Source: an optimization exercise on an open RTL-to-GDS flow (aim: small area, a short achievable clock period and few clock cycles). Production flows keep margins and buffers that such runs may drop. Where RTL was checked, it was by simulation tests only, not by an equivalence proof against the original. Power figures rest on the tool's default switching activity, not on a simulated workload.

Design engine, start of the top module:
module engine (
   input                      clk,
   input                      rst,
   output                     done,
   input    [63:0]            num_rows_in,
   input    [63:0]            rows_size_in,
   input    [63:0]            row_start_in,
   input    [63:0]            row_skip_in,
   input    [63:0]            hash_table_mask,
   input                      row_rq_stall_in,
   output                     row_rq_vld_out,
   output   [47:0]            row_rq_vadr_out,
   output                     row_rs_stall_out,
   input                      row_rs_vld_in,
   input    [63:0]            row_rs_data_in,
   input                      ll_afull_in,
   output                     ll_write_en_out,
   output   [47:0]            ll_address_out,
   output   [63:0]            ll_payload_out,
   input                      ht_rq_afull_in,
   output                     ht_rq_read_en_out,
   output   [47:0]            ht_rq_address_out,
   output   [63:0]            ht_rq_data_out,
   output                     ht_rs_afull_out,
   input                      ht_rs_write_en_in,
   input    [63:0]            ht_rs_data_in,
   input                      ll_update_afull_in,
   output                     ll_update_write_en_out,
   output   [47:0]            ll_update_addr_out,
   output   [63:0]            ll_update_data_out,
   input                      ll_rs_write_en_in
);
Size in the first run: ~4600 cells after synthesis, ~640 flip-flops, ~850 I/O pins, roughly 43000 um^2 of cells after synthesis.
Settings: LEC_CHECK=0, ABC_AREA=1, ABC_CLOCK_PERIOD_IN_PS=5000, CAP_MARGIN=20, CORE_MARGIN=2, CORE_UTILIZATION=40, SLEW_MARGIN=20; clock period 11.0 ns.
standard.sh (not shown) runs the stock make flow with config.mk's settings and CLKGATE_MAP_FILE= SYNTH_SCRIPT=/design/flow/synth_recipe.tcl, a recipe that flattens the netlist after the stock synthesis.
==> flow/flow/run.sh <==
#!/bin/bash
# Layout: the standard flow (standard.sh: the standard synthesis, then
# ORFS floorplan to finish at the design's clock and constraints), with two
# changes to how the layout is optimised:
#  - the port buffers that buffer_ports inserts are buf_1 cells;
#  - repair_timing works towards a larger setup margin.
# make's full output goes to standard_finish.log in this folder.
set -uo pipefail
bash standard.sh \
   "BUFFER_PORTS_ARGS=-buffer_cell sky130_fd_sc_hd__buf_1" \
   SETUP_SLACK_MARGIN=6.0 \
   finish > standard_finish.log 2>&1
status=$?
tail -5 standard_finish.log
exit $status
The first run produced a clean layout.
Change:
--- a/flow/config.mk
+++ b/flow/config.mk
@@ -8 +7,0 @@
-export ABC_AREA = 1
Register-to-register slack degrades by 0.08 ns.
Worst setup slack degrades by 0.064 ns.
First-iteration DRC count is lower by about 2.6%.
Fmax is lower by about 1.3%.
Wire length is lower by 0.93%.
Global-route usage is lower by 0.54 points.
Combinational power is lower by about 2%.
Power is lower by 0.76%.
Synthesized cell count is lower by 9.2%.
Clock-buffer cell count is higher by 12.
Function was not checked in any run of this note: the RTL went through the layout flow alone.

* * *

engine, a different RTL version from the one above (not shown whole).
For scale: about 4200 cells after synthesis, roughly 640 flip-flops, about 850 I/O pins, about 0.044 sq mm of cells after synthesis.
export LEC_CHECK = 0
export ABC_CLOCK_PERIOD_IN_PS = 5000
export CAP_MARGIN = 20
export CORE_MARGIN = 2
export CORE_UTILIZATION = 70
export CTS_CLUSTER_DIAMETER = 150
export CTS_CLUSTER_SIZE = 20
export PLACE_DENSITY = 0.72
export SLEW_MARGIN = 20
create_clock -name core_clock -period 11.0 [get_ports {clk}]
Scripts as last shown in full above: flow/flow/run.sh
The first run went through all stages and came out clean.
Testbench counts at the start, summed over its fixed seeds: cycles 12,119.
Edit:
--- a/flow/flow/run.sh
+++ b/flow/flow/run.sh
@@ -10,3 +10,3 @@
    "BUFFER_PORTS_ARGS=-buffer_cell sky130_fd_sc_hd__buf_1" \
-   SETUP_SLACK_MARGIN=6.0 \
+   SETUP_SLACK_MARGIN=6.3 \
    finish > standard_finish.log 2>&1
--- a/flow/config.mk
+++ b/flow/config.mk
@@ -10,6 +10,5 @@
 export CORE_MARGIN = 2
-export CORE_UTILIZATION = 70
+export CORE_UTILIZATION = 60
 export CTS_CLUSTER_DIAMETER = 150
 export CTS_CLUSTER_SIZE = 20
-export PLACE_DENSITY = 0.72
 export SLEW_MARGIN = 20
Effect: The new run completed without violations. Power increases by 3.8%. Non-clock buffer count increases by 51. Routed wire length increases by 1.2%. Clock power stays flat. Worst setup slack gets better by 15 ps. Design area increases by 4.0%.

==> port drivers added, routing unchanged <==
Ports are ideal in the flow. The routed layouts listed here were re-timed in OpenROAD.
Step 1 (the two cells are an assumption about what drives the block):
set clk [get_ports {clk}]
set_driving_cell -lib_cell sky130_fd_sc_hd__clkbuf_16 $clk
set_driving_cell -lib_cell sky130_fd_sc_hd__buf_2 [delete_from_list [all_inputs] $clk]
Step 2 times the ports against the registers' clock, not the clock port: input delays grow and output delays shrink by t, the midpoint of the rising clock arrivals with the driver on.
Three values: ideal ports, drivers, drivers and shift; two values: the first two.
run	t (ns)	setup WS [ns]	hold slack, ns	slew at the worst register clock pin (ns)	pins driven straight from the clock port
the first run of note 1	0.738	6.006 / 5.949 / 5.656	0.466 / 0.466 / 0.466	0.07 / 0.07	1
the second run of note 1	0.732	5.941 / 5.939 / 5.663	0.465 / 0.465 / 0.465	0.07 / 0.07	1
the first run of note 2	0.659	6.003 / 5.805 / 5.423	0.477 / 0.477 / 0.477	0.10 / 0.10	1
the second run of note 2	0.668	6.019 / 5.848 / 5.720	0.479 / 0.479 / 0.479	0.11 / 0.11	1
After both steps setup and hold are still met in every run listed. For the first run of note 2, which loses most, drivers alone change the setup slack by -0.198 ns; drivers and shift together by -0.580 ns.
